From an optimization exercise on the open Yosys and OpenROAD flow, aimed at small area, a short achievable clock period and few clock cycles per item; shortcuts taken in it are not production practice.
The RTL was checked by simulation tests, not by an equivalence proof against the original design.

File: flow/design.v
module Rsa256Core (
	input          i_clk,
	input          i_rst,
	input          i_start,
	input  [255:0] i_a,  
	input  [255:0] i_d,  
	input  [255:0] i_n,
	output [255:0] o_a_pow_d,  
	output         o_finished
);
localparam S_IDLE = 2'd0;
localparam S_PREP = 2'd1;
localparam S_MONT = 2'd2;
localparam S_CALC = 2'd3;
logic i_prep_flag;
logic i_mont_flag;
logic o_mont1_flag;
logic o_mont2_flag;
logic o_prep_flag;
logic [255:0] o_mont1;
logic [255:0] o_mont2;
logic [255:0] o_prep;
logic [1:0] state;
logic [1:0] state_nxt;
logic [7:0] counter;
logic [7:0] counter_nxt;
logic [255:0] t,t_nxt,m,m_nxt;
logic [255:0] s_a, s_a_nxt;
logic [255:0] c_d, c_d_nxt;
logic finish, finish_nxt;
RsaMont rsa_mont1(.i_clk(i_clk), .i_rst(i_rst), .i_start(i_mont_flag), .i_a(m), .i_b(t), .i_n(i_n), .o_ab(o_mont1), .o_finished(o_mont1_flag));
RsaMont rsa_mont2(.i_clk(i_clk), .i_rst(i_rst), .i_start(i_mont_flag), .i_a(t), .i_b(t), .i_n(i_n), .o_ab(o_mont2), .o_finished(o_mont2_flag));
PreMult pre_mult(.i_clk(i_clk), .i_rst(i_rst),  .i_start(i_prep_flag), .i_a(s_a), .i_n(i_n), .o_aMul256(o_prep), .o_finished(o_prep_flag));
assign o_a_pow_d = m;
assign o_finished = finish;
always_comb begin
	case(state)
	S_IDLE: begin
		if(i_start) begin
			state_nxt = S_PREP;
			s_a_nxt = i_a;
		end
		else begin
			state_nxt = state;
			s_a_nxt = s_a;
		end
		counter_nxt = 8'd0;
		i_prep_flag = 1'd0;
		i_mont_flag = 1'd0;
		t_nxt = 256'd0;
		m_nxt = 256'd1;
		finish_nxt = 1'd0;
		c_d_nxt = i_d;
	end
	S_PREP: begin
		if(o_prep_flag) begin
			state_nxt = S_MONT;
			i_prep_flag = 1'd0;
			t_nxt = o_prep;
		end
		else begin
			state_nxt = state;
			i_prep_flag = 1'd1;
			t_nxt = t;
		end
		counter_nxt = 8'd0;
		i_mont_flag = 1'd0;
		m_nxt = m;
		finish_nxt = 1'd0;
		s_a_nxt = s_a;
		c_d_nxt = i_d;
	end
	S_MONT: begin
		if(o_mont1_flag&o_mont2_flag) begin
			state_nxt = S_CALC;
			i_mont_flag = 1'd0;
			t_nxt = o_mont2;
			m_nxt = (c_d[0])? o_mont1 : m;
		end
		else begin
			state_nxt = state;
			i_mont_flag = 1'd1;
			t_nxt = t;
			m_nxt = m;
		end
		counter_nxt = counter;
		i_prep_flag = 1'd0;
		finish_nxt = 1'd0;
		s_a_nxt = s_a;
		c_d_nxt = c_d;
	end
	S_CALC: begin
		if(counter == 8'd255) begin
			state_nxt = S_IDLE;
			counter_nxt = 8'd0;
			finish_nxt = 1'd1;
		end
		else begin
			state_nxt = S_MONT;
			counter_nxt = counter + 8'd1;
			finish_nxt = 1'd0;
		end
		i_prep_flag = 1'd0;
		i_mont_flag = 1'd0;
		t_nxt = t;
		m_nxt = m;
		s_a_nxt = s_a;
		c_d_nxt = c_d >> 1;
	end
	endcase
end
always_ff @(posedge i_clk) begin
	if(i_rst) begin
		state <= S_IDLE;
		counter <= 8'd0;
		t <= 256'd0;
		m <= 256'd1;
		finish <= 1'd0;
		c_d <= i_d;
	end 
	else begin
		state <= state_nxt;
		counter <= counter_nxt;
		t <= t_nxt;
		m <= m_nxt;
		finish <= finish_nxt;
		c_d <= c_d_nxt;
	end
	s_a <= s_a_nxt;
end
endmodule
module RsaMont (
	input          i_clk,
	input          i_rst,
	input 		   reset_flag,
	input          i_start,
	input  [255:0] i_a, 
	input  [255:0] i_b, 
	input  [255:0] i_n,
	output [255:0] o_ab, 
	output         o_finished
);
localparam S_IDLE = 1'b0;
localparam S_PROC = 1'b1;
logic [257:0] m1,m2,m3;  
logic state;
logic state_nxt;
logic [7:0] counter;
logic [7:0] counter_nxt;
logic [257:0] data;  
logic [257:0] data_nxt;  
logic [255:0] c_a;
logic [255:0] c_a_next;
logic finish, finish_nxt;
assign o_finished = finish;
assign o_ab = data[255:0];
always_comb begin 
	if(c_a[0]) begin
		m1 = data + {2'b0,i_b};
	end
	else begin
		m1 = data;
	end
	if(m1[0]) begin
		m2 = m1 + {2'b0,i_n};
	end
	else begin
		m2 = m1;
	end
	m3 = m2 >> 1;
end
always_comb begin
	case(state)
	S_IDLE: begin
		if(i_start) begin
			state_nxt = S_PROC;
		end
		else begin
			state_nxt = state;
		end
		counter_nxt = 8'd0;
		data_nxt = 257'd0;
		c_a_next = i_a;
		finish_nxt =1'd0;
	end
	S_PROC: begin
		if(counter == 8'd255) begin
			state_nxt = S_IDLE;
			counter_nxt = 8'd0;
			data_nxt = (m3 >= {2'b0,i_n})? m3 - {2'b0,i_n} : m3;
			finish_nxt = 1'd1;
		end
		else begin
			state_nxt = state;
			counter_nxt = counter + 8'd1;
			data_nxt = m3;
			finish_nxt =1'd0;
		end
		c_a_next = c_a >> 1;
	end
	endcase
end
always_ff @(posedge i_clk) begin
	if(i_rst) begin
		state <= S_IDLE;
		counter <= 8'd0;
		data <= 257'd0;
		c_a <= i_a;
		finish <= 1'd0;
	end 
	else begin
		state <= state_nxt;
		counter <= counter_nxt;
		data <= data_nxt;
		c_a <= c_a_next;
		finish <= finish_nxt;
	end
end
endmodule
module PreMult (
	input          i_clk,
	input          i_rst,
	input 		   reset_flag,
	input          i_start,
	input  [255:0] i_a, 
	input  [255:0] i_n,
	output [255:0] o_aMul256,
	output         o_finished
);
localparam S_IDLE = 1'b0;
localparam S_PROC = 1'b1;
logic [256:0] tempt1,tempt2;
logic state;
logic state_nxt;
logic [7:0] counter;
logic [7:0] counter_nxt;
logic [256:0] data;
logic [256:0] data_nxt;
logic finish, finish_nxt;
assign o_finished = finish;
assign o_aMul256 = data[255:0];
always_comb begin 
	tempt1 = data << 1;
	tempt2 = (tempt1 > i_n)? tempt1 - i_n : tempt1; 
end
always_comb begin
	case(state)
	S_IDLE: begin
		if(i_start) begin
			state_nxt = S_PROC;
			data_nxt = {1'b0,i_a};
		end
		else begin
			state_nxt = state;
			data_nxt = 257'd0;
		end
		counter_nxt = 8'd0;
		finish_nxt =1'd0;
	end
	S_PROC: begin
		if(counter == 8'd255) begin
			state_nxt = S_IDLE;
			counter_nxt = 8'd0;
			finish_nxt =1'd1;
		end
		else begin
			state_nxt = state;
			counter_nxt = counter + 8'd1;
			finish_nxt =1'd0;
		end
		data_nxt = tempt2;
	end
	endcase
end
always_ff @(posedge i_clk) begin
	if(i_rst) begin
		state <= S_IDLE;
		counter <= 8'd0;
		data <= 257'd0;
		finish <= 1'd0;
	end 
	else begin
		state <= state_nxt;
		counter <= counter_nxt;
		data <= data_nxt;
		finish <= finish_nxt;
	end
end
endmodule
File: flow/run.sh
#!/bin/bash
# synth_recipe.tcl (not shown) runs the flow's synth.tcl, then flattens the netlist and writes it again
# the make line also repeats each setting of config.mk as NAME=value (left out here)
make -C /OpenROAD-flow-scripts/flow DESIGN_CONFIG=/design/flow/config.mk WORK_HOME=/design/flow/orfs CLKGATE_MAP_FILE= SYNTH_SCRIPT=/design/flow/synth_recipe.tcl finish
File: flow/config.mk
export PLATFORM = sky130hd
export DESIGN_NAME = Rsa256Core
export DESIGN_NICKNAME = Rsa256Core
export VERILOG_FILES = /design/flow/design.v
export SDC_FILE = /design/flow/constraint.sdc
export NUM_CORES = 4
export LEC_CHECK = 0
export CAP_MARGIN = 30
export CORE_MARGIN = 2
export CORE_UTILIZATION = 35
export SETUP_SLACK_MARGIN = 0.6
export SLEW_MARGIN = 20
File: flow/constraint.sdc
create_clock -name core_clock -period 14.0 [get_ports {i_clk}]
set_input_delay 2.8000 -clock core_clock [delete_from_list [all_inputs] [get_ports {i_clk}]]
set_output_delay 2.8000 -clock core_clock [all_outputs]
set_load 0.01 [all_outputs]
==> flow_summary.toml <==
[timing]
timing.final.crit_share_pct = 96.61
fin_crit_ns = 13.53
slew_viol_final = 0
fin_tns_setup_ns = 0
finClkSkew_ns = 0.1061
hold_violations = 0
finalSetupViolCount = 0
fmax_mhz = 73.93
slew-limit-headroom_pct = 15.73
rsz0062_at_grt = "true"
worstMarginPinSlew_ns = 1.256

[clock_network]
cts-htree-levels = 5
clk_pin_slew_ns = 0.06
cts_root_buffer = "clkbuf_16"
clock_latency_ns = 1.09
clkSinkCount = 2349
cts_buffers = 286
cts_tree = "done"
clock_path_buffers = 4

[grt]
grtUsageTotal_pct = 47.24
grt_pass1_wl_um = 2115000
grt_pass1_vias = 251632
grt_overflow = 0
grt_max_degree = 154
antenna_found_initial = 343

[detailed_routing]
vias = 281708
via_per_inst = 6.228
routed_wl_um = 1612000
wire_per_inst_um = 35.64
drc_errors = 0
drt_iter0_drc = 45971
dr.pass1.iters = 8
ant_nets = 0

[critical_path]
crit_start = "rsa_mont2.data[35]"
cpMaxStageDelayCell = "dfxtp_1"
r2r_start = "rsa_mont2.data[35]"
crit_top_cell = "buf_4"
start_kind = "register"
critPathMaxFanout = 18
critPathRequiredTime_ns = 14.88
cp.arrival_ns = 14.41
cp_slowest_stage_delay_ns = 0.54
criticalPathCategory = "reg -> reg"
cp-end-kind = "register"

[yosys]
synth_edf_count = 512
synthCells = 31175
ys_ff_latch = 2349
yosysMostFrequentCell = "nand2_1"
async_flop_share_pct = 0
syn_nets = 33751
yosysTopAreaCell = "dfxtp_1"
synthTopCellsByArea = "dfxtp_1 17%, ha_1 10%, a21oi_1 9.9%"
yosysWarningCount = 3
synth_ff_type = "dfxtp_1"
yosysSeqAreaShare_pct = 23.49
synth_top_cell_area_share_pct = 16.56
synth_area_um2 = 222000
synthTopCellsByCount = "5,209 x nand2_1, 4,384 x a21oi_1, 2,617 x nor2_1, 2,294 x o21ai_0, 1,837 x dfxtp_1"
syn_area_per_cell_um2 = 7.122
yosysUniqueCellTypes = 118

[layout]
area_growth_pct = 31.70
nFillCells = 64516
drive_gt1_share_pct = 20.46
sequential_cell_area_um2 = 52170
finalNetCount = 38984
multi_input_area_um2 = 160000

[run_status]
run_status = "finished clean"

[power]
ir_drop_mv = 0.1996
total_power_uw = 25280
cellLeakagePower_uw = 0.1263
p_per_area_nw_per_um2 = 86.47

[place]
hpwl_um = 1395000
io_buffers = 1027
place_congestion = 1.213

[floorplan]
core_um2 = 632100
dieArea_um2 = 640700
start_util_pct = 35.13
num_io_pins = 1028
fp.dieH_um = 800.5
rows = 292
die_w_um = 800.5

[flow_run]
drv_cap = 0

[worst_hold_path]
hp-start = "rsa_mont2.c_a[82]"
hold_class = "reg -> reg"
placed cells by master, fill, tap and decap left out, types with 190 or more instances in the layout:
master	n
a21o_1	766
a21oi_1	4343
a22o_1	294
a31oi_1	190
buf_4	5668
clkbuf_16	301
clkdlybuf4s50_1	1026
dfxtp_1	1827
diode_2	214
edfxtp_1	512
ha_1	1784
inv_1	995
mux2_2	731
nand2_1	5203
nand3_1	794
nand4_1	1029
nor2_1	2602
nor3_1	461
o21a_1	279
o21ai_0	2234
o21bai_1	635
xnor2_1	1080
xor2_1	672
report_power, final:
part / switching, uW / internal, uW
clock network: 3460 / 4560
logic: 6420 / 2730
registers: 640 / 7470
total: 10500 / 14800
path summary, 6_finish.rpt:
path,cells past startpoint,endpoint,slack [ns]
worst max-delay path,59,rsa_mont2.data[23],0.47
worst min-delay path,2,rsa_mont2.c_a[81],0.38
worst max register to register,59,rsa_mont2.data[23],0.47
worst min register to register,2,rsa_mont2.c_a[81],0.38
routing by layer:
metal	vias up	GRT usage (%)	wire length [um]
met5	-	3.768	4165
li1	122799	-	-
met1	136622	67.05	703700
met3	2220	33.25	324000
met4	154	16.27	66310
met2	19913	52.28	513700
critical path: cells and delay by family (launching register included):
kind / cells / cell delay, ns
flops: 1 / 0.54
buf+inv: 16 / 3.00
xor+xnor: 2 / 0.67
compound gates: 24 / 5.22
fa+ha+maj: 3 / 1.09
mux: 1 / 0.36
simple gates: 13 / 2.30
flip-flops by register name, indices dropped and copies added, names as in the netlist:
name	flops
state	2
rsa_mont2.data	258
m	256
rsa_mont1.counter	8
rsa_mont2.c_a	256
rsa_mont2.state	1
c_d	256
rsa_mont1.data	258
rsa_mont1.state	1
rsa_mont2.finish	1
finish	1
pre_mult.finish	1
pre_mult.counter	8
rsa_mont1.c_a	256
t	256
rsa_mont2.counter	8
rsa_mont1.finish	1
pre_mult.state	1
pre_mult.data	256
counter	8
s_a	256
cell families (layout without fill, tap and decap cells):
family,Yosys count,count (layout),share of synthesized area (%)
AND/OR/NAND/NOR,11170,11170,22.11
AO/OA/AOI/OAI,10332,10332,27.88
buffers and inverters,2898,8365,5.076
flip-flops,2349,2349,23.49
adder cells (fa/ha/maj),1805,1805,10.20
XOR/XNOR,1766,1766,6.981
multiplexers,855,855,4.269
other,0,214,0
per-stage QoR:
| step | instance area [um2] | instances | util, % | hold WS, ns | setup slack (ns) |
|---|---|---|---|---|---|
| 2_1_floorplan | 222000 | 31175 | - | 0.3918 | 3.303 |
| 3_3_place_gp | 280100 | 44433 | 44.31 | 0.3924 | -0.8061 |
| 3_5_place_dp | 280200 | 44444 | 44.34 | 0.3974 | -0.6272 |
| 4_1_cts | 290300 | 44973 | 45.93 | 0.3841 | 0.6129 |
| 5_1_grt | 292200 | 45144 | 46.23 | 0.4027 | 0.5358 |
| 6_report | 292400 | 45235 | 46.26 | 0.3812 | 0.4740 |
cell type report:
type                            instances  share of cell area, %
Tap cell                             8379                  3.585
Timing Repair Buffer                 6843                  19.02
Clock inverter                        128                 0.5618
Multi-Input combinational cell      25928                  54.73
Clock buffer                          394                  2.788
Inverter                             1000                  1.286
Antenna cell                          214                 0.1831
Sequential cell                      2349                  17.84
timing repair:
item | 4_1_cts | 5_1_grt
buffers inserted | 7 | 21
cloned | 0 | 5
pin swaps | 7 | 41
resized for setup | 47 | 231
endpoints found under the setup margin | 506 | 515
hold buffers | 0 | 0
Testbench counts, summed over its fixed seeds: cycles 1,597,512, items 24.

afterwards: timing with drivers on the ports:
The results above use ideal ports. As a check the final layout listed here was re-extracted and re-timed, cells and wires unchanged. Step 1 sets driving cells, clkbuf_16 on the clock port and buf_2 on the other inputs (assumed; they add their load-dependent delay and slew). Step 2 times the ports against the registers' clock, not the clock port: input delays grow and output delays shrink by t, the midpoint of the rising clock arrivals with the driver on. Slacks: ideal ports / drivers / drivers and shift; pairs: ideal ports / drivers.
shift t [ns]: 1.191
slack for setup (ns): 0.474 / 0.474 / 0.264
cell pins on the clock port's net: 1
After both steps setup and hold are still met in this run. For this run, drivers alone change the setup slack by 0.000 ns; drivers and shift together by -0.210 ns.
